This is an optimization exercise on Yosys and OpenROAD, whose aim is small area and a short achievable clock period, not a production implementation. RTL that was checked went through simulation tests only; none was proved equivalent to the original.

==> module CS, before the edit <==
module CS(clk, reset, X, Y);
	input clk, reset;
	input [7:0] X;
	output [9:0] Y;
	reg [7:0] X9;                    
	reg rq;                          
	reg [7:0] P1, P2, P3, P4, P5, P6, P7, P8;
	reg [10:0] T;                    
	reg [3:0] cnt;                   
	reg [9:0] Y;
	wire [9:0] Yn;                   
	always @(negedge clk) begin
		X9 <= X;
		rq <= reset;
	end
	wire [7:0] sub = (cnt[3] ? P1 : 8'd0);
	wire [10:0] Tn;
	wire [11:0] S;
	wire [10:0] Ta;
	radd #(11) u_s(T, {3'b000, X9}, 1'b0, S[10:0], S[11]);
	wire tc;
	radd #(11) u_t(S[10:0], {3'b111, ~sub}, 1'b1, Tn, tc);
	always @(posedge clk) begin
		P1 <= P2; P2 <= P3; P3 <= P4; P4 <= P5;
		P5 <= P6; P6 <= P7; P7 <= P8; P8 <= X9;
		if (rq) begin
			T <= 11'd0;
			cnt <= 4'd0;
		end else begin
			T <= Tn;
			if (cnt != 4'd9)
				cnt <= cnt + 4'd1;
		end
		Y <= Yn;
	end
	wire [5:0] s1 = S[11:6];
	wire [6:0] v;
	radd #(6) u_v(s1, S[5:0], 1'b0, v[5:0], v[6]);
	reg [3:0] q2;
	always @(*) begin
		if (v >= 7'd90) q2 = 4'd10;
		else if (v >= 7'd81) q2 = 4'd9;
		else if (v >= 7'd72) q2 = 4'd8;
		else if (v >= 7'd63) q2 = 4'd7;
		else if (v >= 7'd54) q2 = 4'd6;
		else if (v >= 7'd45) q2 = 4'd5;
		else if (v >= 7'd36) q2 = 4'd4;
		else if (v >= 7'd27) q2 = 4'd3;
		else if (v >= 7'd18) q2 = 4'd2;
		else if (v >= 7'd9) q2 = 4'd1;
		else q2 = 4'd0;
	end
	wire [6:0] dq;                   
	wire dqc;
	radd #(6) u_dq({2'b00, q2}, ~s1, 1'b1, dq[5:0], dqc);
	assign dq[6] = ~dqc;
	wire [7:0] avg;
	wire ac;
	assign avg[2:0] = dq[2:0];
	radd #(5) u_avg(s1[4:0], {dq[6], dq[6:3]}, 1'b0, avg[7:3], ac);
	wire [8:0] le;
	cmple u_c1(P1, avg, le[0]);
	cmple u_c2(P2, avg, le[1]);
	cmple u_c3(P3, avg, le[2]);
	cmple u_c4(P4, avg, le[3]);
	cmple u_c5(P5, avg, le[4]);
	cmple u_c6(P6, avg, le[5]);
	cmple u_c7(P7, avg, le[6]);
	cmple u_c8(P8, avg, le[7]);
	cmple u_c9(X9, avg, le[8]);
	wire [8:0] b7 = {X9[7], P8[7], P7[7], P6[7], P5[7], P4[7], P3[7], P2[7], P1[7]};
	wire [8:0] b6 = {X9[6], P8[6], P7[6], P6[6], P5[6], P4[6], P3[6], P2[6], P1[6]};
	wire [8:0] b5 = {X9[5], P8[5], P7[5], P6[5], P5[5], P4[5], P3[5], P2[5], P1[5]};
	wire [8:0] b4 = {X9[4], P8[4], P7[4], P6[4], P5[4], P4[4], P3[4], P2[4], P1[4]};
	wire [8:0] b3 = {X9[3], P8[3], P7[3], P6[3], P5[3], P4[3], P3[3], P2[3], P1[3]};
	wire [8:0] b2 = {X9[2], P8[2], P7[2], P6[2], P5[2], P4[2], P3[2], P2[2], P1[2]};
	wire [8:0] b1 = {X9[1], P8[1], P7[1], P6[1], P5[1], P4[1], P3[1], P2[1], P1[1]};
	wire [8:0] b0 = {X9[0], P8[0], P7[0], P6[0], P5[0], P4[0], P3[0], P2[0], P1[0]};
	wire [8:0] c7 = le;
	wire a7 = |(c7 & b7); wire [8:0] c6 = c7 & (b7 | {9{~a7}});
	wire a6 = |(c6 & b6); wire [8:0] c5 = c6 & (b6 | {9{~a6}});
	wire a5 = |(c5 & b5); wire [8:0] c4 = c5 & (b5 | {9{~a5}});
	wire a4 = |(c4 & b4); wire [8:0] c3 = c4 & (b4 | {9{~a4}});
	wire a3 = |(c3 & b3); wire [8:0] c2 = c3 & (b3 | {9{~a3}});
	wire a2 = |(c2 & b2); wire [8:0] c1 = c2 & (b2 | {9{~a2}});
	wire a1 = |(c1 & b1); wire [8:0] c0 = c1 & (b1 | {9{~a1}});
	wire a0 = |(c0 & b0);
	wire [7:0] appr = {a7, a6, a5, a4, a3, a2, a1, a0};
	wire [4:0] ah = appr[7:3];
	wire [2:0] al = appr[2:0];
	wire [9:0] W;
	wire [9:0] W1;                    
	wire w1c, wc;
	radd #(9) u_w1(S[11:3], {4'b0000, ah}, 1'b0, W1[8:0], w1c);
	assign W1[9] = w1c;
	radd #(7) u_w(W1[9:3], {2'b00, ah}, 1'b0, W[9:3], wc);
	assign W[2:0] = W1[2:0];
	wire [2:0] cbs;
	wire cb;
	radd #(3) u_cb(S[2:0], al, 1'b0, cbs, cb);
	wire [2:0] L;
	wire lc;
	radd #(3) u_l(W[2:0], al, cb, L, lc);
	wire [6:0] Winc = W[9:3] + 7'd1;
	assign Yn = {lc ? Winc : W[9:3], L};
endmodule
export LEC_CHECK = 0
export CAP_MARGIN = 20
export CORE_MARGIN = 2
export CORE_UTILIZATION = 40
export SLEW_MARGIN = 20
create_clock -name core_clock -period 70.0 [get_ports {clk}]
standard.sh (not shown) runs the stock make flow with config.mk's settings and CLKGATE_MAP_FILE= SYNTH_SCRIPT=/design/flow/synth_recipe.tcl, a recipe that flattens the netlist after the stock synthesis.
==> flow/flow/run.sh <==
#!/bin/bash
# Own flow: the standard layout (standard.sh) with these changes:
# - synthesis maps the logic with an area-oriented ABC script (flow/area.abc)
#   and does not extract full/half adder cells; registers are mapped exactly
#   as in the standard synthesis (flow/synth.tcl);
# - ports are buffered with buf_1 and the clock tree uses clkbuf_4/clkbuf_8.
set -euo pipefail
here=$(pwd)
export OWN_ABC_SCRIPT=$here/flow/area.abc
bash standard.sh SYNTH_SCRIPT=$here/flow/synth.tcl ADDER_MAP_FILE= BUFFER_PORTS_ARGS="-buffer_cell sky130_fd_sc_hd__buf_1" CTS_BUF_LIST="sky130_fd_sc_hd__clkbuf_4 sky130_fd_sc_hd__clkbuf_8"  finish > $here/flow_make.log 2>&1
==> flow/flow/area.abc <==
strash
ifraig
resub -K 8 -N 2
refactor -z
rewrite -z
dch -f
amap
topo
==> flow/flow/synth.tcl <==
# Standard synthesis (synth_recipe.tcl) with one change: ABC maps with an
# area-oriented script (flow/area.abc) instead of ORFS's own.
proc synth {args} { yosys synth -nofsm -noshare {*}$args }
proc abc {args} {
  set i [lsearch -exact $args -script]
  if {$i >= 0} { lset args [expr {$i + 1}] $::env(OWN_ABC_SCRIPT) }
  yosys abc {*}$args
}
source $::env(SCRIPTS_DIR)/synth.tcl
# left out here: clear keep_hierarchy, flatten, clean up, hide names made inside functions, write 1_2_yosys.v
Rerun with:
--- a/flow/design.v
+++ b/flow/design.v
@@ -47,20 +47,18 @@
 		else if (v >= 7'd36) q2 = 4'd4;
 		else if (v >= 7'd27) q2 = 4'd3;
 		else if (v >= 7'd18) q2 = 4'd2;
 		else if (v >= 7'd9) q2 = 4'd1;
 		else q2 = 4'd0;
 	end
-	wire [6:0] dq;                   
-	wire dqc;
-	radd #(6) u_dq({2'b00, q2}, ~s1, 1'b1, dq[5:0], dqc);
-	assign dq[6] = ~dqc;
+	wire [7:0] s7;                   
+	wire s7c;
+	radd #(8) u_s7({s1[4:0], 3'b000}, {2'b11, ~s1}, 1'b1, s7, s7c);
 	wire [7:0] avg;
 	wire ac;
-	assign avg[2:0] = dq[2:0];
-	radd #(5) u_avg(s1[4:0], {dq[6], dq[6:3]}, 1'b0, avg[7:3], ac);
+	radd #(8) u_avg(s7, {4'b0000, q2}, 1'b0, avg, ac);
 	wire [8:0] le;
 	cmple u_c1(P1, avg, le[0]);
 	cmple u_c2(P2, avg, le[1]);
 	cmple u_c3(P3, avg, le[2]);
 	cmple u_c4(P4, avg, le[3]);
 	cmple u_c5(P5, avg, le[4]);
What happened: The new run ran to the end with no violations; non-clock buffer count grows by 1; cell area grows by a few percent; utilization shrinks by 0.52 points; routed wire length grows by a few percent; critical path depth grows by 7; cell count grows by a few percent; via count grows by a few percent; clock-buffer cell count is unchanged; first-iteration DRC count shrinks by about a fifth; register-to-register slack loses 2500 ps.
No functional check of the RTL was part of the second run of this note.
